Context: an optimization exercise on an open-source flow, tuned for small area. The choices shown serve that exercise and are no tape-out recipe. In this exercise RTL edits were held to simulation tests only and were not proved equivalent to the original. No activity file was given, so power comes from the tool's default toggle rates.

--- design/flow/flow/run.sh ---
#!/bin/bash
# Layout flow: the standard synthesis, then its combinational logic is
# mapped again for area with ABC (every register instance is kept as it is,
# same name and cell), then the standard layout steps from floorplan on.
# Each tool's output goes to a log of its own in the work folder.
set -euo pipefail
W=$(pwd)
R=$W/orfs/results/$FLOW_PLATFORM/M216A_TopModule/base
LIB=$FLOW_HOME/platforms/$FLOW_PLATFORM/lib/sky130_fd_sc_hd__tt_025C_1v80.lib
YOSYS=$(dirname "$FLOW_HOME")/tools/install/yosys/bin/yosys

bash standard.sh synth > "$W/flow_synth.log" 2>&1
cp "$R/1_2_yosys.v" "$W/std_synth.v"

# register cell types in the standard netlist
FFS=$(grep -o 'sky130_fd_sc_hd__[a-z]*df[a-z0-9_]*\|sky130_fd_sc_hd__dl[a-z0-9_]*' "$W/std_synth.v" | sort -u | tr '\n' ' ')
DONT=$(sed -n '/DONT_USE_CELLS += /,/^$/p' "$FLOW_HOME/platforms/$FLOW_PLATFORM/config.mk" \
       | grep -o 'sky130_fd_sc_hd__[a-z0-9_]*' | sed 's/^/-dont_use /' | tr '\n' ' ')

# 1: combinational cells as logic, register cells kept as instances; map again
cat > "$W/remap1.ys" <<EOT
read_liberty -ignore_miss_func $LIB
read_verilog $W/std_synth.v
hierarchy -top $FLOW_TOP
setattr -mod -set keep_hierarchy 1 $FFS
flatten
opt -purge $FLOW_TOP
abc -liberty $LIB $DONT -script $W/flow/remap.abc $FLOW_TOP
cd $FLOW_TOP
select -set ports i:* o:* %u
rename -hide w:* @ports %d
opt_clean -purge
cd
select $FLOW_TOP
write_verilog -noattr -nohex -nodec -selected $W/remap1.v
EOT
"$YOSYS" -s "$W/remap1.ys" > "$W/flow_remap1.log" 2>&1

# 2: clean up as ORFS's synthesis does, with the cells as black boxes
cat > "$W/remap2.ys" <<EOT
read_liberty -lib $LIB
read_verilog $W/remap1.v
hierarchy -check -top $FLOW_TOP
splitnets
opt_clean -purge
hilomap -singleton -hicell sky130_fd_sc_hd__conb_1 HI -locell sky130_fd_sc_hd__conb_1 LO
insbuf -buf sky130_fd_sc_hd__buf_4 A X
check -assert -mapped
stat -liberty $LIB
write_verilog -noattr -nohex -nodec $W/remap.v
EOT
"$YOSYS" -s "$W/remap2.ys" > "$W/flow_remap2.log" 2>&1
cp "$W/remap.v" "$R/1_2_yosys.v"

# Clock tree as the standard flow builds it, without the dummy loads it adds
# to balance the tree.
CTS_ARGS="-sink_clustering_enable -repair_clock_nets -sink_clustering_size 30"
CTS_ARGS="$CTS_ARGS -buf_list ${CTS_BUF:-sky130_fd_sc_hd__clkbuf_8} -dont_use_dummy_load"
bash standard.sh CTS_ARGS="$CTS_ARGS" finish > "$W/flow_layout.log" 2>&1
--- design/flow/flow/remap.abc ---
strash
dc2
irw
dch -f
amap
topo
stime -c
--- design/flow/standard.sh ---
#!/bin/bash
# synth_recipe.tcl (not shown) runs the flow's synth.tcl, then flattens the netlist and writes it again
# the make line also repeats each setting of config.mk as NAME=value (left out here)
make -C /OpenROAD-flow-scripts/flow DESIGN_CONFIG=/design/flow/config.mk WORK_HOME=/design/flow/orfs CLKGATE_MAP_FILE= SYNTH_SCRIPT=/design/flow/synth_recipe.tcl "${@:-finish}"
--- design/flow/config.mk ---
export PLATFORM = sky130hd
export DESIGN_NAME = M216A_TopModule
export DESIGN_NICKNAME = M216A_TopModule
export VERILOG_FILES = /design/flow/design.v
export SDC_FILE = /design/flow/constraint.sdc
export NUM_CORES = 4
export LEC_CHECK = 0
export ABC_AREA = 1
export CAP_MARGIN = 20
export CORE_MARGIN = 2
export CORE_UTILIZATION = 60
export CTS_BUF_LIST = sky130_fd_sc_hd__clkbuf_8
export CTS_CLUSTER_SIZE = 30
export GPL_TIMING_DRIVEN = 0
export SLEW_MARGIN = 20
--- design/flow/constraint.sdc ---
create_clock -name core_clock -period 6.0 [get_ports {clk_i}]
set_input_delay 1.2000 -clock core_clock [delete_from_list [all_inputs] [get_ports {clk_i}]]
set_output_delay 1.2000 -clock core_clock [all_outputs]
set_load 0.01 [all_outputs]
--- design/flow/design.v ---
module M216A_TopModule(
    input        clk_i,
    input  [4:0] width_i,
    input  [4:0] height_i,
    output [7:0] index_x_o,
    output [7:0] index_y_o,
    output [3:0] strike_o,
    input        rst_i
);
reg [2:0] c;
wire idle  = (c == 3'd0);
wire samp  = idle ? (height_i != 5'd0) : (c == 3'd4);
wire shift = (c == 3'd4);
wire fin   = (c == 3'd7);
always @(posedge clk_i or posedge rst_i) begin
    if (rst_i)
        c <= 3'd0;
    else if (fin)
        c <= 3'd4;
    else if (!idle || samp)
        c <= c + 3'd1;
end
reg [3:0] h1;
reg [4:0] w1, w2;
always @(posedge clk_i) begin
    if (samp) begin
        h1 <= height_i[3:0];
        w1 <= width_i;
    end
    if (shift)
        w2 <= w1;
end
reg [6:0] occ [0:12];
function [3:0] yc(input integer s);
    yc = (s == 11) ? 4'd12 : (s == 12) ? 4'd14 : s[3:0];
endfunction
reg [6:0] ru;
reg [3:0] rid;
reg       rf;
wire [12:0] rs;      
genvar g;
generate
    for (g = 0; g <= 12; g = g + 1) begin : dec
        assign rs[g] = (rid == yc(g));
    end
endgenerate
wire hA = (h1 == 4'd4), hB = (h1 == 4'd5), hC = (h1 == 4'd6), hD = (h1 == 4'd7),
     hE = (h1 == 4'd8), hF = (h1 == 4'd9), hG = (h1 == 4'd10), hH = (h1 == 4'd11),
     hI = (h1 == 4'd12);
wire hJ = ~(hA | hB | hC | hD | hE | hF | hG | hH | hI);
wire [12:0] s1 = {hJ, 1'b0, 1'b0, hA, hI, hB, hH, hC, hG, hD, hF, 1'b0, hE};
wire [12:0] s2 = {1'b0, rs[12], 1'b0, 1'b0, rs[6], rs[9], rs[4], rs[7], rs[2],
                  rs[5], 1'b0, rs[0], rs[3]};
wire [12:0] s3 = {1'b0, 1'b0, (rs[12] & ~rf) | (rs[11] & rf), 7'd0,
                  (rs[0] & ~rf) | (rs[1] & rf), (rs[3] & ~rf) | (rs[0] & rf), 1'b0};
wire rd1 = (c == 3'd4);
wire rd2 = (c == 3'd5);
wire rd3 = (c == 3'd6);
wire [12:0] sel = rd1 ? s1 : rd2 ? s2 : rd3 ? s3 : 13'd0;
reg [6:0] cu;
reg [3:0] cid;
integer i;
always @(*) begin
    cu  = 7'd0;
    cid = 4'd0;
    for (i = 0; i <= 12; i = i + 1) begin
        cu  = cu  | ({7{sel[i]}} & occ[i]);
        cid = cid | ({4{sel[i]}} & yc(i));
    end
end
wire take = rd1 | ((sel != 13'd0) & ({cu == 7'd1, cu} < {ru == 7'd1, ru}));
always @(posedge clk_i) begin
    if (take) begin
        ru  <= cu;
        rid <= cid;
        rf  <= rd2;
    end
end
wire [7:0] sum    = ru + w2;
wire       strike = (ru == 7'd1) ? (w2 != 5'd0) : (sum[7] & (sum[6:0] != 7'd0));
wire       clr  = idle;
wire [6:0] wdat = clr ? 7'd0 : {sum[6:1], sum[0] | sum[7]};
always @(posedge clk_i) begin
    for (i = 0; i <= 12; i = i + 1)
        if (clr | (fin & ~strike & rs[i]))
            occ[i] <= wdat;
end
reg [6:0] xo;
reg [3:0] yo;
reg [3:0] cnt;
always @(posedge clk_i or posedge rst_i) begin
    if (rst_i) begin
        xo  <= 7'd0;
        yo  <= 4'd0;
        cnt <= 4'd0;
    end else if (fin) begin
        xo  <= strike ? 7'd2 : ru;
        yo  <= strike ? 4'd0 : rid;
        cnt <= cnt + {3'd0, strike};
    end
end
wire       so   = (xo == 7'd2);
wire       x128 = (xo[6:2] == 5'd0) & (xo[1] ^ xo[0]);
assign index_x_o = x128 ? 8'd128 : {1'b0, xo};
assign index_y_o = {so, yo, yo == 4'd9, yo == 4'd5 || yo == 4'd7, yo == 4'd3 || yo == 4'd7};
assign strike_o  = cnt;
endmodule
==> reports/results.tsv, run 1 <==
metric	value	unit
status	complete, no violations	
fin crit period	5.24	ns
logic gate share of total power	0.007	
Int Power	1.26	mW
max incr delay on CP	0.70	ns
Vias/cell	6.60	
Fillers	627	
DPL Wire Length	9070	um
Tot GR Track Use	0.276	
placed cells	545	
die width	99.3	um
CTS HTree Levels	4	
leak pwr	2.02	nW
CTS Sinks	135	
first-pass GRT wire length	19600	um
drt first pass iters	7	
register area	3960	um2
post-synthesis net count	412	
Slew HR	0.304	
max-slew violations	0	
placed instance area	5980	um2
setup bufs post-CTS	0	
final setup TNS	0	ns
hold_buf cts	0	
Port Buffers	31	
Final Cycle Share	0.874	
largest net degree at the start of global routing	23	
Max Root-Sink Buffers	2	
fin util	0.709	
CTS tree	yes	
ant diodes	0	
DR WL met2	5820	um
Syn. warnings	2	
Design Power	1.55	mW
core area	8760	um2
CP Max Fanout	12	
cell mode on critical path	o21ai_0	
Setup Crit Path Kind	reg2reg	
RSZ-0062 raised after global routing	false	
Die ar.	9860	um2
design area	6210	um2
Worst Hold Class	reg2reg	
worst path cell trace	clkinv_1 -> nor3_1 -> o21ai_0 -> o21ai_0 -> clkinv_1 -> a222oi_1 -> nand4_1 -> a221oi_1 -> clkinv_1 -> o22ai_1 -> o21ai_0 -> o221ai_1 -> o221ai_1 -> o21ai_0 -> a221oi_1 -> nor2_1 -> or2_0	
f_max	0.191	GHz
Max VDD drop	0.175	mV
pre-CTS setup slack	0.904	ns
grt ovf	0	
clock share of power	0.343	
site row count	34	
Fin Clk Skew	0.0315	ns
PnR worst setup slack	0.758	ns
routability cong.	0.884	
max-cap viol count	0	
top layer in use	met4	
Multi-input gate area	1330	um2
Fin Hold WS	0.424	ns
critical path endpoint category	flop	
wire length on met3	1420	um
Arr. time, crit path	5.27	ns
Sw Share	0.185	
synthesis-to-layout area growth	14.1	%
Residual DRC	0	
post-CTS sizing	0	
nets	468	
fraction of layout cells with a size suffix above 1	0.0661	
Avg Inst Size Synth	13.6	um2
Slew @ Worst Pin	1.04	ns
vias in the first global route	3561	
Startpoint Class	flop	
CP max-delay cell	or2_0	
fin cells	562	
number of top-level pins	32	
final setup fails	0	
Routed Antenna Nets	0	
initial antenna violation count	0	
Mapped Area	5450	um2
Initial DRC Count	344	
WL final	12700	um
Cells after Synth	400	
M1 WL	5250	um
NetSw	0.286	mW
clock root buffer	clkbuf_8	
Flop pwr share	0.650	
Power Dens Cells	249	nW/um2
Worst-path clk slew	0.06	ns
Final Hold Viols	0	
drt wl/cell	22.7	um
CP required	6.03	ns
Num CTS Buffers	17	
clock latency (worst-skew pair)	0.44	ns
Via Count	3708	
starting density of the core	0.622	
Die Span Y	99.3	um
## cell usage in the layout, fill, tap and decap left out, drive strengths merged, types with 3 or more instances in the layout
cell           instances
a22o                   8
a221oi                12
o32ai                  3
nor4                   4
nor3                  11
o21ai                 26
clkbuf                17
edfxtp               117
clkdlybuf4s50         31
nand4                 13
a22oi                 11
nand2                 25
clkinv                49
buf                    6
or2                    6
or3                    4
a222oi                12
dfrtp                 18
nand3                  4
nor2                  30
o22ai                 19
a21oi                  9
## path summary, 6_finish.rpt
path,cells past startpoint,slack (ns),to,from
min in group asynchronous,2,1.09,cnt[2],rst_i
worst max-delay path,17,0.76,rid[1],c[0]
worst max register to register,17,0.76,rid[1],c[0]
worst min-delay path,0,0.42,w2[1],w1[1]
worst min register to register,0,0.42,w2[1],w1[1]
max in group asynchronous,2,4.56,yo[3],rst_i
## critical path: cells and delay by family (launching register included)
family / cells / cell delay, ns
AOI/OAI and AO/OA: 10 / 2.11
and+or+nand+nor: 4 / 1.59
buffers and inverters: 3 / 0.76
DFF: 1 / 0.40
## registers in the layout (all words and copies together) (netlist names)
signal and flops:
c 3, cnt 4, h1 4, occ 91, rf 1, rid 4
ru 7, w1 5, w2 5, xo 7, yo 4
## routing by layer
layer	up-vias	GRT usage
met5	-	0
met1	1806	0.393
met4	0	0.0885
li1	1681	-
met2	199	0.417
met3	22	0.0829
## power by group through the flow
stage | clock network [mW] | registers (mW) | logic [mW]
2_1_floorplan | 0 | 1.03 | 0.00203
3_3_place_gp | 0 | 1.03 | 0.0101
3_5_place_dp | 0 | 1.03 | 0.0104
4_1_cts | 0.537 | 1.01 | 0.0104
5_1_grt | 0.567 | 1.01 | 0.0113
6_report | 0.531 | 1.01 | 0.0102
## cell type report
class,instances,area share
Sequential cell,135,0.638
Multi-Input combinational cell,215,0.214
Timing Repair Buffer,37,0.0572
Clock buffer,17,0.0376
Inverter,49,0.0296
Tap cell,108,0.0217
Buffer,1,0.00201
==> run 2: changes to the inputs <==
--- a/design/flow/flow/run.sh
+++ b/design/flow/flow/run.sh
@@ -56,4 +56,8 @@
 # to balance the tree.
 CTS_ARGS="-sink_clustering_enable -repair_clock_nets -sink_clustering_size 30"
 CTS_ARGS="$CTS_ARGS -buf_list ${CTS_BUF:-sky130_fd_sc_hd__clkbuf_8} -dont_use_dummy_load"
-bash standard.sh CTS_ARGS="$CTS_ARGS" finish > "$W/flow_layout.log" 2>&1
+# Every input and output port gets a buffer, as in the standard flow; here
+# the smallest buffer cell.
+bash standard.sh CTS_ARGS="$CTS_ARGS" \
+    BUFFER_PORTS_ARGS="-buffer_cell sky130_fd_sc_hd__buf_1" \
+    finish > "$W/flow_layout.log" 2>&1
==> design/flow/flow/remap.abc (replaced) <==
strash
&get -n
&deepsyn -T 60 -S 1
&put
dch -f
amap
topo
stime -c
==> run 2 against run 1 <==
Effect of this change:
- clock skew up 0.00087 ns
- die area down 0.57%
- via count down 1.1%
- first-iteration DRC count down 10%
- synthesized cell count down 0.75%
- worst hold slack worse by 0.0058 ns
- sequential share of layout area up 3.0 points
- wire length down 4.7%
- critical path depth up 1
- global-route usage down 1.3 points
- final cell count down 1.4%
- non-clock buffer count down 5
- largest power group unchanged
==> reports/results.tsv, run 2 <==
metric	value	unit	change
status	complete, no violations		unchanged
Max Root-Sink Buffers	2		unchanged
Slew @ Worst Pin	1.06	ns	was 1.04 ns
Worst R2R Path Depth	18		was 17
post-synthesis net count	409		was 412
max-cap viol count	0		unchanged
critical path endpoint category	flop		unchanged
Routed Antenna Nets	0		unchanged
final setup fails	0		unchanged
largest net degree at the start of global routing	19		was 23
leak pwr	1.91	nW	was 2.02 nW
worst setup path start	c[1]		was c[0]
Mapped Area	5410	um2	was 5450 um2
core area	8720	um2	was 8760 um2
Startpoint Class	flop		unchanged
Syn. warnings	2		unchanged
most frequent cells in the layout	edfxtp_1, clkinv_1, nor2_1		was edfxtp_1, clkinv_1, clkdlybuf4s50_1
RSZ-0062 raised after global routing	false		unchanged
Worst R2R Start	c[1]		was c[0]
Final Hold Viols	0		unchanged
routability cong.	0.920		was 0.884
f_max	0.184	GHz	was 0.191 GHz
Setup Crit Path Kind	reg2reg		unchanged
Max VDD drop	0.192	mV	was 0.175 mV
most common cell after layout, fill and taps aside	edfxtp_1		unchanged
hold_buf cts	0		unchanged
CTS Sinks	135		unchanged
worst setup path end	rf		was rid[1]
Fin Clk Skew	0.0324	ns	was 0.0315 ns
register area	3960	um2	unchanged
CP Max Fanout	12		unchanged
fin crit period	5.43	ns	was 5.24 ns
vias in the first global route	3410		was 3561
DPL Wire Length	8350	um	was 9070 um
worst flop-to-flop path endpoint	rf		was rid[1]
nets	460		was 468
Avg Inst Size Synth	13.6	um2	about the same
WL final	12100	um	was 12700 um
Port Buffers	31		unchanged
Final Cycle Share	0.905		was 0.874
largest reg by FF count	occ		unchanged
drt first pass iters	5		was 7
r2r setup slk	0.57	ns	was 0.76 ns
final setup TNS	0	ns	unchanged
fraction of layout cells with a size suffix above 1	0.0516		was 0.0661
Slew HR	0.296		was 0.304
max-slew violations	0		unchanged
drt wl/cell	21.9	um	was 22.7 um
post-CTS sizing	0		unchanged
grt ovf	0		unchanged
Worst-path clk slew	0.06	ns	about the same
Cells after Synth	397		was 400
die width	99.0	um	was 99.3 um
clock latency (worst-skew pair)	0.43	ns	was 0.44 ns
Power Dens Cells	260	nW/um2	was 249 nW/um2
Die Span Y	99.0	um	was 99.3 um
Initial DRC Count	309		was 344
Multi-input gate area	1310	um2	was 1330 um2
Largest regs	occ: 91 flops, ru: 7 flops, xo: 7 flops		unchanged
initial antenna violation count	0		unchanged
max reg flops	91		unchanged
ant diodes	0		unchanged
first-pass GRT wire length	18800	um	was 19600 um
site row count	34		unchanged
CTS HTree Levels	4		unchanged
Via Count	3669		was 3708
starting density of the core	0.621		was 0.622
Tot GR Track Use	0.263		was 0.276
setup bufs post-CTS	0		unchanged
Arr. time, crit path	5.45	ns	was 5.27 ns
synthesis-to-layout area growth	9.59	%	was 14.1%
Worst Hold Class	reg2reg		unchanged
Fillers	620		was 627
Design Power	1.55	mW	about the same
Num CTS Buffers	17		unchanged
CP required	6.02	ns	was 6.03 ns
clock root buffer	clkbuf_8		unchanged
Fin Hold WS	0.419	ns	was 0.424 ns
Die ar.	9800	um2	was 9860 um2
Vias/cell	6.62		was 6.60
number of top-level pins	32		unchanged
hold depth	0		unchanged
CTS tree	yes		unchanged
Residual DRC	0		unchanged
## run 2: report_power, final
| part | leakage (nW) | internal [mW] | switching [mW] |
|---|---|---|---|
| registers | 1.27 | 1.01 | 0 |
| clock network | 0.122 | 0.249 | 0.283 |
| logic | 0.519 | 0.00173 | 0.00364 |
| total | 1.91 | 1.26 | 0.287 |
## run 2: worst max-delay path: stages (launching register included)
cell and delay (ns):
dfrtp_1 0.41, nor2_1 0.16, clkinv_1 0.12, nor2_1 0.58, clkinv_1 0.22, or3_1 0.46, o22ai_1 0.82, a222oi_1 0.31
nand4_1 0.30, o22ai_1 0.12, a21oi_1 0.20, a21oi_1 0.06, a21oi_1 0.12, a221oi_1 0.06, a211oi_1 0.22, nor2_1 0.07
a211oi_1 0.21, a311oi_1 0.07, or2_0 0.52
## run 2: cell type report
type	instances	share of cell area
flip-flops and latches	135	0.668
multi-input cells	219	0.221
clock buffers	17	0.0394
inverters	42	0.0266
well taps	108	0.0228
repair buffers	32	0.0205
plain buffers	1	0.00211
## run 2: worst min path at each step
stage           from     to  slack, ns
3_3_place_gp   w1[0]  w2[0]       0.40
4_1_cts        w1[4]  w2[4]       0.42
6_report       w1[0]  w2[0]       0.42
5_1_grt        w1[4]  w2[4]       0.42
3_5_place_dp   w1[0]  w2[0]       0.41
2_1_floorplan  w1[0]  w2[0]       0.40
## run 2: metal layers
metal | vias up | part of all wire | track usage
met3 | 9 | 0.087 | 0.0716
li1 | 1661 | - | -
met5 | - | 0 | 0
met2 | 209 | 0.48 | 0.398
met1 | 1790 | 0.43 | 0.387
met4 | 0 | 0.0064 | 0.0674
## run 2: stage by stage
stage | instances | setup WS, ns | utilization | instance area, um2
after CTS | 553 | 0.664 | 0.680 | 5930
after global routing | 554 | 0.117 | 0.680 | 5930
after floorplan | 397 | 2.01 | - | 5410
final | 554 | 0.572 | 0.680 | 5930
after global placement | 536 | 0.898 | 0.650 | 5670
after detailed placement | 536 | 0.729 | 0.653 | 5690
==> run 3: changes to the inputs <==
--- a/design/flow/config.mk
+++ b/design/flow/config.mk
@@ -6,10 +6,10 @@
 export NUM_CORES = 4
 export LEC_CHECK = 0
 export ABC_AREA = 1
-export CAP_MARGIN = 20
+export CAP_MARGIN = 0
 export CORE_MARGIN = 2
 export CORE_UTILIZATION = 60
 export CTS_BUF_LIST = sky130_fd_sc_hd__clkbuf_8
 export CTS_CLUSTER_SIZE = 30
 export GPL_TIMING_DRIVEN = 0
-export SLEW_MARGIN = 20
+export SLEW_MARGIN = 0
==> run 3 against run 2 <==
Effect of this change:
- first-iteration DRC count decreased by 13%
- non-clock buffer count is the same
- critical path type unchanged
- largest power group unchanged
- sequential cell count did not move
==> reports/results.tsv, run 3 <==
metric	value	unit	change
status	complete, no violations		unchanged
ant diodes	0		unchanged
die width	99.0	um	unchanged
Int Power	1.26	mW	about the same
Largest regs	occ: 91 flops, ru: 7 flops, xo: 7 flops		unchanged
Setup Crit Path Kind	reg2reg		unchanged
Residual DRC	0		unchanged
vias in the first global route	3333		was 3410
Slew @ Worst Pin	1.45	ns	was 1.06 ns
starting density of the core	0.621		unchanged
routability cong.	0.920		unchanged
Max Root-Sink Buffers	2		unchanged
Vias/cell	6.66		was 6.62
clock share of power	0.346		was 0.345
core area	8720	um2	unchanged
synthesis-to-layout area growth	9.06	%	was 9.59%
first-pass GRT wire length	18600	um	was 18800 um
final setup TNS	0	ns	unchanged
Worst Hold Class	reg2reg		unchanged
drt first pass iters	6		was 5
Flop pwr share	0.651		was 0.652
CP Max Fanout	12		unchanged
Power Dens Cells	262	nW/um2	was 260 nW/um2
Worst path top cell family by delay	simple AND/OR/NAND/NOR gates		was compound AO/OA/AOI/OAI gates
Initial DRC Count	269		was 309
final setup fails	0		unchanged
most common cell after layout, fill and taps aside	edfxtp_1		unchanged
Die ar.	9800	um2	unchanged
Routed Antenna Nets	0		unchanged
leak pwr	1.91	nW	about the same
max-cap viol count	0		unchanged
Die Span Y	99.0	um	unchanged
WL final	12000	um	was 12100 um
Cells after Synth	397		unchanged
NetSw	0.290	mW	was 0.287 mW
critical path endpoint category	flop		unchanged
Fin Hold WS	0.408	ns	was 0.419 ns
grt ovf	0		unchanged
Syn. warnings	2		unchanged
clock root buffer	clkbuf_8		unchanged
Arr. time, crit path	5.36	ns	was 5.45 ns
largest net degree at the start of global routing	19		unchanged
max incr delay on CP	0.84	ns	was 0.82 ns
Startpoint Class	flop		unchanged
fin crit period	5.33	ns	was 5.43 ns
hold_buf cts	0		unchanged
fin util	0.677		was 0.680
Mapped Area	5410	um2	unchanged
Num CTS Buffers	17		unchanged
Worst Path Buf+Inv	2		unchanged
number of top-level pins	32		unchanged
Port Buffers	31		unchanged
max-slew violations	0		unchanged
Sw Share	0.187		was 0.186
Tot GR Track Use	0.262		was 0.263
CTS HTree Levels	4		unchanged
logic gate share of total power	0.003		about the same
DPL Wire Length	8310	um	was 8350 um
Max VDD drop	0.168	mV	was 0.192 mV
RSZ-0062 raised after global routing	false		unchanged
Slew HR	0.0230		was 0.296
Final Hold Viols	0		unchanged
most frequent cells in the layout	edfxtp_1, clkinv_1, nor2_1		unchanged
setup bufs post-CTS	0		unchanged
site row count	34		unchanged
post-synthesis net count	409		unchanged
Via Count	3688		was 3669
CP required	6.03	ns	was 6.02 ns
Fin Clk Skew	0.0393	ns	was 0.0324 ns
CTS Sinks	135		unchanged
CP max-delay cell	o22ai_1		unchanged
fraction of layout cells with a size suffix above 1	0.0404		was 0.0516
max reg flops	91		unchanged
nets	460		unchanged
Worst-path clk slew	0.06	ns	about the same
post-CTS sizing	0		unchanged
clock latency (worst-skew pair)	0.45	ns	was 0.43 ns
drt wl/cell	21.7	um	was 21.9 um
initial antenna violation count	0		unchanged
CTS tree	yes		unchanged
largest reg by FF count	occ		unchanged
Final Cycle Share	0.889		was 0.905
f_max	0.188	GHz	was 0.184 GHz
worst path cell trace	nor2_1 -> clkinv_1 -> nor2_1 -> clkinv_1 -> or3_1 -> o22ai_1 -> a22oi_1 -> nand4_1 -> o22ai_1 -> a21oi_1 -> a21oi_1 -> a21oi_1 -> a221oi_1 -> a211oi_1 -> nor2_1 -> a211oi_1 -> a311oi_1 -> or2_0		was nor2_1 -> clkinv_1 -> nor2_1 -> clkinv_1 -> or3_1 -> o22ai_1 -> a222oi_1 -> nand4_1 -> o22ai_1 -> a21oi_1 -> a21oi_1 -> a21oi_1 -> a221oi_1 -> a211oi_1 -> nor2_1 -> a211oi_1 -> a311oi_1 -> or2_0
Avg Inst Size Synth	13.6	um2	unchanged
==> run 3: final timing paths <==
kind,slack [ns],depth (start not counted),endpoint,start
max,0.67,18,rid[1],c[1]
min reg2reg,0.41,0,w2[4],w1[4]
max in group asynchronous,4.92,2,yo[1],rst_i
max reg2reg,0.67,18,rid[1],c[1]
min in group asynchronous,0.75,2,xo[3],rst_i
min,0.41,0,w2[4],w1[4]
==> run 3: per-layer routing <==
layer | vias up | GRT usage | routed length [um]
met5 | - | 0 | 0
met4 | 0 | 0.0727 | 187
met3 | 24 | 0.0674 | 976
met2 | 203 | 0.387 | 5540
met1 | 1804 | 0.395 | 5340
li1 | 1657 | - | -
==> run 3: layout make-up <==
type | count | area, um2
tap | 108 | 135
clock buffer | 17 | 234
sequential | 135 | 3960
timing repair buffer | 32 | 121
buffer | 1 | 12.5
fill | 624 | 2820
inverter | 42 | 158
multi-input combinational | 219 | 1280
==> run 3: through the flow <==
stage	power (mW)	cell area, um2	std cells	setup slack [ns]
finish	1.55	5900	554	0.667
global route	1.59	5900	554	0.0868
CTS	1.55	5900	554	0.687
detailed placement	1.03	5670	537	0.737
global placement	1.03	5670	536	0.898
floorplan	1.03	5410	397	2.01
==> run 3: worst register-to-register path: stages, from the launching register on <==
cell and delay (ns):
dfrtp_1 0.41, nor2_1 0.16, clkinv_1 0.11, nor2_1 0.60, clkinv_1 0.19, or3_1 0.44
o22ai_1 0.85, a22oi_1 0.25, nand4_1 0.33, o22ai_1 0.12, a21oi_1 0.17, a21oi_1 0.06
a21oi_1 0.12, a221oi_1 0.06, a211oi_1 0.22, nor2_1 0.07, a211oi_1 0.20, a311oi_1 0.07
or2_0 0.52
==> run 3: power by group through the flow <==
| stage | combinational, mW | sequential, mW | clock (mW) |
|---|---|---|---|
| 2_1_floorplan | 0.00195 | 1.03 | 0 |
| 3_3_place_gp | 0.00533 | 1.03 | 0 |
| 3_5_place_dp | 0.00555 | 1.03 | 0 |
| 4_1_cts | 0.00556 | 1.01 | 0.538 |
| 5_1_grt | 0.00662 | 1.01 | 0.574 |
| 6_report | 0.00530 | 1.01 | 0.535 |
==> run 4: changes to the inputs <==
--- a/design/flow/config.mk
+++ b/design/flow/config.mk
@@ -6,10 +6,10 @@
 export NUM_CORES = 4
 export LEC_CHECK = 0
 export ABC_AREA = 1
-export CAP_MARGIN = 0
+export CAP_MARGIN = 20
 export CORE_MARGIN = 2
-export CORE_UTILIZATION = 60
+export CORE_UTILIZATION = 75
 export CTS_BUF_LIST = sky130_fd_sc_hd__clkbuf_8
 export CTS_CLUSTER_SIZE = 30
 export GPL_TIMING_DRIVEN = 0
-export SLEW_MARGIN = 0
+export SLEW_MARGIN = 20
==> run 4 against run 3 <==
Effect of this change:
- highest routed layer unchanged
- synthesized cell count unchanged
- non-clock buffer count unchanged
- final area increased by 0.23%
- global-route usage grew 8.6 points
- largest cell class unchanged
- final cell count fell by 2.2%
- register-to-register slack got worse by 0.29 ns
- wire length grew 6.0%
==> reports/results.tsv, run 4 <==
metric	value	unit	change
worst flop-to-flop path endpoint	ru[0]		was rid[1]
drt wl/cell	23.6	um	was 21.7 um
Sw Share	0.183		was 0.187
critical path endpoint category	flop		unchanged
status	complete, no violations		unchanged
Die ar.	7910	um2	was 9800 um2
Int Power	1.26	mW	about the same
Initial DRC Count	656		was 269
final setup TNS	0	ns	unchanged
Die Span Y	89.0	um	was 99.0 um
starting density of the core	0.784		was 0.621
Startpoint Class	flop		unchanged
CTS Sinks	135		unchanged
NetSw	0.282	mW	was 0.290 mW
number of top-level pins	32		unchanged
WL final	12800	um	was 12000 um
Slew HR	0.312		was 0.0230
Largest regs	occ: 91 flops, ru: 7 flops, xo: 7 flops		unchanged
max-slew violations	0		unchanged
nets	460		unchanged
Slew @ Worst Pin	1.03	ns	was 1.45 ns
largest reg by FF count	occ		unchanged
Avg Inst Size Synth	13.6	um2	unchanged
Worst R2R Start	c[1]		unchanged
PnR worst setup slack	0.379	ns	was 0.667 ns
setup bufs post-CTS	0		unchanged
clock latency (worst-skew pair)	0.45	ns	about the same
Hold Startpoint	w1[0]		was w1[4]
fin crit period	5.62	ns	was 5.33 ns
max reg flops	91		unchanged
Power Dens Cells	260	nW/um2	was 262 nW/um2
logic gate share of total power	0.004		was 0.003
Tot GR Track Use	0.349		was 0.262
Worst Hold Class	reg2reg		unchanged
leak pwr	1.91	nW	about the same
Worst R2R Path Depth	18		unchanged
final setup fails	0		unchanged
Residual DRC	0		unchanged
largest net degree at the start of global routing	19		unchanged
max-cap viol count	0		unchanged
f_max	0.178	GHz	was 0.188 GHz
Routed Antenna Nets	0		unchanged
routability cong.	0.895		was 0.920
CP required	6.02	ns	was 6.03 ns
Fin Clk Skew	0.0424	ns	was 0.0393 ns
CP Max Fanout	12		unchanged
site row count	30		was 34
vias in the first global route	3595		was 3333
Max Root-Sink Buffers	2		unchanged
Mapped Area	5410	um2	unchanged
initial antenna violation count	0		unchanged
post-synthesis net count	409		unchanged
first-pass GRT wire length	19200	um	was 18600 um
clock root buffer	clkbuf_8		unchanged
synthesis-to-layout area growth	9.31	%	was 9.06%
grt ovf	0		unchanged
Vias/cell	7.20		was 6.66
CTS tree	yes		unchanged
CTS HTree Levels	4		unchanged
hold depth	0		unchanged
Port Buffers	31		unchanged
clock share of power	0.342		was 0.346
Worst Hold End	w2[0]		was w2[4]
Final Cycle Share	0.937		was 0.889
fraction of layout cells with a size suffix above 1	0.0516		was 0.0404
post-CTS sizing	0		unchanged
Worst-path clk slew	0.05	ns	was 0.06 ns
ant diodes	0		unchanged
r2r setup slk	0.38	ns	was 0.67 ns
Fillers	355		was 624
Cells after Synth	397		unchanged
drt first pass iters	7		was 6
Final Hold Viols	0		unchanged
Flop pwr share	0.654		was 0.651
Setup Crit Path Kind	reg2reg		unchanged
DPL Wire Length	8660	um	was 8310 um
core area	6910	um2	was 8720 um2
most common cell after layout, fill and taps aside	edfxtp_1		unchanged
Via Count	3902		was 3688
Syn. warnings	2		unchanged
Arr. time, crit path	5.64	ns	was 5.36 ns
Max VDD drop	0.215	mV	was 0.168 mV
most frequent cells in the layout	edfxtp_1, clkinv_1, nor2_1		unchanged
RSZ-0062 raised after global routing	false		unchanged
pre-CTS setup slack	0.683	ns	was 0.737 ns
hold_buf cts	0		unchanged
Num CTS Buffers	17		unchanged
die width	89.0	um	was 99.0 um
run 4: changes by cell type in the layout (fill, tap and decap cells not counted), moves of 2 or more:
cell / delta
o21ai_0: -12
o21ai_1: +12
nor3_1: -2
nor3_2: +2
run 4: final cells by class:
cell class	instances	area (um2)	area share
multi-input cells	219	1310	0.221
repair buffers	32	121	0.0205
well taps	96	120	0.0203
flip-flops and latches	135	3960	0.670
clock buffers	17	234	0.0395
inverters	42	158	0.0266
plain buffers	1	12.5	0.00211
run 4: per-stage QoR:
stage | total power, mW | hold slack [ns] | cell area, um2 | util | std cells
after floorplan | 1.03 | 0.400 | 5410 | - | 397
after global placement | 1.03 | 0.402 | 5650 | 0.818 | 524
after detailed placement | 1.03 | 0.406 | 5670 | 0.822 | 525
after CTS | 1.54 | 0.419 | 5910 | 0.855 | 542
after global routing | 1.57 | 0.441 | 5920 | 0.857 | 542
final | 1.54 | 0.417 | 5920 | 0.857 | 542
run 4: power by group through the flow:
| stage | Clock [mW] | Sequential, mW | Combinational [mW] |
|---|---|---|---|
| global placement | 0 | 1.03 | 0.00523 |
| CTS | 0.525 | 1.01 | 0.00568 |
| finish | 0.527 | 1.01 | 0.00555 |
| global route | 0.555 | 1.01 | 0.00646 |
| floorplan | 0 | 1.03 | 0.00195 |
| detailed placement | 0 | 1.03 | 0.00573 |
run 4: critical path: stages, from the launching register on:
cell	delay (ns)
dfrtp_1	0.40
nor2_1	0.17
clkinv_1	0.15
nor2_1	0.63
clkinv_1	0.25
or3_1	0.47
o22ai_1	0.74
a222oi_1	0.30
nand4_1	0.32
o22ai_1	0.13
a21oi_1	0.15
a21oi_1	0.06
a21oi_1	0.15
a221oi_1	0.08
a211oi_1	0.27
nor2_1	0.10
a211oi_1	0.24
a311oi_1	0.07
or2_0	0.53
run 4: how the worst max path moves through the flow:
stage                     from    end  slack, ns  cells after the start
after floorplan           c[1]     rf       2.01                     18
after global placement    c[1]     rf       1.00                     18
after detailed placement  c[1]     rf       0.68                     18
after CTS                 c[1]     rf       0.59                     18
after global routing      c[1]     rf       0.03                     20
final                     c[1]  ru[0]       0.38                     18
run 4: layer usage:
layer,GRT usage,up-vias,part of all wire
met5,0,-,0
met4,0.155,0,0.045
met3,0.0988,81,0.13
met2,0.533,328,0.47
met1,0.480,1842,0.36
li1,-,1651,-
==> run 5: changes to the inputs <==
==> design/flow/flow/remap.abc (replaced) <==
strash
dc2
irw
dch -f
amap
topo
stime -c
--- a/design/flow/config.mk
+++ b/design/flow/config.mk
@@ -8,7 +8,7 @@
 export ABC_AREA = 1
 export CAP_MARGIN = 20
 export CORE_MARGIN = 2
-export CORE_UTILIZATION = 75
+export CORE_UTILIZATION = 60
 export CTS_BUF_LIST = sky130_fd_sc_hd__clkbuf_8
 export CTS_CLUSTER_SIZE = 30
 export GPL_TIMING_DRIVEN = 0
==> run 5 against run 4 <==
Effect of this change:
- die area increased by 25%
- clock power increased by 2%
- synthesized cell count increased by 0.76%
- fmax increased by 10%
- register-to-register slack improved by 0.52 ns
- final cell count increased by 3.7%
- synthesized area increased by 0.60%
- via count decreased by 5.3%
- critical endpoint is now rf
- highest routed layer unchanged
==> reports/results.tsv, run 5 <==
metric	value	unit	change
status	complete, no violations		unchanged
starting density of the core	0.622		was 0.784
clock latency (worst-skew pair)	0.44	ns	was 0.45 ns
post-CTS sizing	0		unchanged
first-pass GRT wire length	19500	um	was 19200 um
CTS Sinks	135		unchanged
max-cap viol count	0		unchanged
max reg flops	91		unchanged
design area	6010	um2	was 5920 um2
post-synthesis net count	412		was 409
vias in the first global route	3525		was 3595
Final Hold Viols	0		unchanged
Cells after Synth	400		was 397
worst path cell trace	clkinv_1 -> nor3_1 -> o21ai_0 -> o21ai_0 -> clkinv_1 -> a222oi_1 -> nand4_1 -> a221oi_1 -> clkinv_1 -> o22ai_1 -> o21ai_0 -> o221ai_1 -> o221ai_1 -> o21ai_0 -> a221oi_1 -> nor2_1 -> or2_0		was nor2_1 -> clkinv_1 -> nor2_1 -> clkinv_1 -> or3_1 -> o22ai_1 -> a222oi_1 -> nand4_1 -> o22ai_1 -> a21oi_1 -> a21oi_1 -> a21oi_1 -> a221oi_1 -> a211oi_1 -> nor2_1 -> a211oi_1 -> a311oi_1 -> or2_0
critical path endpoint category	flop		unchanged
setup bufs post-CTS	0		unchanged
Initial DRC Count	419		was 656
placed instance area	5780	um2	was 5670 um2
f_max	0.196	GHz	was 0.178 GHz
most common cell after layout, fill and taps aside	edfxtp_1		unchanged
Via Count	3697		was 3902
max incr delay on CP	0.65	ns	was 0.74 ns
site row count	34		was 30
CP max-delay cell	a221oi_1		was o22ai_1
nets	468		was 460
CP Max Fanout	12		unchanged
register area	3960	um2	unchanged
CTS HTree Levels	4		unchanged
CTS tree	yes		unchanged
Num CTS Buffers	17		unchanged
synthesis-to-layout area growth	10.4	%	was 9.31%
Max VDD drop	0.194	mV	was 0.215 mV
Slew HR	0.292		was 0.312
Avg Inst Size Synth	13.6	um2	about the same
fraction of layout cells with a size suffix above 1	0.0639		was 0.0516
final setup TNS	0	ns	unchanged
Power Dens Cells	257	nW/um2	was 260 nW/um2
Final Cycle Share	0.850		was 0.937
routability cong.	0.910		was 0.895
DPL Wire Length	9110	um	was 8660 um
fin crit period	5.10	ns	was 5.62 ns
Fin Clk Skew	0.0270	ns	was 0.0424 ns
initial antenna violation count	0		unchanged
Tot GR Track Use	0.277		was 0.349
Multi-input gate area	1320	um2	was 1310 um2
leak pwr	1.94	nW	was 1.91 nW
max-slew violations	0		unchanged
Syn. warnings	2		unchanged
Die Span Y	99.3	um	was 89.0 um
Worst Hold Class	reg2reg		unchanged
most frequent cells in the layout	edfxtp_1, clkinv_1, buf_1		was edfxtp_1, clkinv_1, nor2_1
CP required	6.05	ns	was 6.02 ns
drt wl/cell	23.1	um	was 23.6 um
Startpoint Class	flop		unchanged
hold_buf cts	0		unchanged
Worst-path clk slew	0.06	ns	was 0.05 ns
die width	99.3	um	was 89.0 um
number of top-level pins	32		unchanged
Max Root-Sink Buffers	2		unchanged
cell mode on critical path	o21ai_0		
largest reg by FF count	occ		unchanged
Setup Crit Path Kind	reg2reg		unchanged
Mapped Area	5450	um2	was 5410 um2
core area	8760	um2	was 6910 um2
clock root buffer	clkbuf_8		unchanged
final setup fails	0		unchanged
Residual DRC	0		unchanged
Largest regs	occ: 91 flops, ru: 7 flops, xo: 7 flops		unchanged
drt first pass iters	5		was 7
Routed Antenna Nets	0		unchanged
largest net degree at the start of global routing	23		was 19
Slew @ Worst Pin	1.06	ns	was 1.03 ns
WL final	13000	um	was 12800 um
Vias/cell	6.58		was 7.20
Arr. time, crit path	5.15	ns	was 5.64 ns
ant diodes	0		unchanged
grt ovf	0		unchanged
Port Buffers	31		unchanged
RSZ-0062 raised after global routing	false		unchanged
Die ar.	9860	um2	was 7910 um2
Fillers	670		was 355
## run 5: changes by cell type in the layout (fill, tap and decap cells not counted), sizes merged, moves of 4 or more
cell / change
clkinv: +7
a221o: -5
nand4: +5
buf: +5
nand3: -7
nor2: -7
or3: -6
a22oi: -4
a221oi: +8
## run 5: metal layers
metal  vias up  routed length, um  track usage
met2       193               5840        0.417
met5         -                  0            0
met1      1791               5470        0.408
met4         0                249       0.0790
li1       1690                  -            -
met3        23               1400       0.0731
## run 5: final timing paths
check	startpoint	endpoint	slack [ns]	cells past startpoint
worst max register to register	c[0]	rf	0.90	17
worst max-delay path	c[0]	rf	0.90	17
worst min register to register	w1[0]	w2[0]	0.42	0
worst min-delay path	w1[0]	w2[0]	0.42	0
max in group asynchronous	rst_i	cnt[1]	4.91	2
min in group asynchronous	rst_i	cnt[2]	0.76	2
## run 5: area by class of cell
cell class | instances | share of cell area
repair buffers | 37 | 0.0264
well taps | 108 | 0.0225
plain buffers | 1 | 0.00208
inverters | 49 | 0.0306
multi-input cells | 215 | 0.220
clock buffers | 17 | 0.0389
flip-flops and latches | 135 | 0.659
## run 5: through the flow
step           hold slack [ns]  std cells  total power [mW]   util  setup slack, ns
6_report                 0.420        562              1.55  0.686            0.900
5_1_grt                  0.427        562              1.58  0.686            0.512
4_1_cts                  0.421        562              1.54  0.686            0.904
3_5_place_dp             0.407        545              1.03  0.659            0.955
3_3_place_gp             0.406        539              1.03  0.650            0.462
2_1_floorplan            0.400        400              1.03      -             2.15
## run 5: where the power goes
part	internal [mW]	switching (mW)	total, mW	leakage (nW)
registers	1.01	0	1.01	1.28
clock network	0.249	0.286	0.535	0.122
logic	0.00181	0.00362	0.00542	0.537
## run 5: worst max-delay path, delay by kind of cell, from the launching register on
family	cells	cell delay, ns
AOI/OAI and AO/OA	10	2.08
buffers and inverters	3	0.77
and+or+nand+nor	4	1.48
DFF	1	0.39

port drivers added, routing unchanged:
No port has a modelled driver above. Below, the same layouts with a new extraction and two added sets of constraints.
Step 1: set_driving_cell puts a clkbuf_16 on clk_i and a buf_2 on each other input, an assumption about the parent block.
Step 2 also shifts input and output timing later by t, the mid clock arrival at the registers, as if the neighbouring blocks saw the same clock.
Three values: ideal ports, drivers, drivers and shift; two values: the first two.
run | t (ns) | setup slack, ns | hold WS [ns] | cell pins on the clock port's net
run 1 | 0.454 | 0.758 / 0.758 / 0.758 | 0.424 / 0.424 / 0.424 | 1
run 2 | 0.442 | 0.572 / 0.572 / 0.572 | 0.419 / 0.419 / 0.419 | 1
run 3 | 0.458 | 0.667 / 0.667 / 0.667 | 0.408 / 0.408 / 0.408 | 1
run 4 | 0.455 | 0.379 / 0.379 / 0.379 | 0.417 / 0.417 / 0.417 | 1
run 5 | 0.459 | 0.900 / 0.900 / 0.900 | 0.420 / 0.420 / 0.420 | 1
After both steps setup and hold are still met in every run listed.
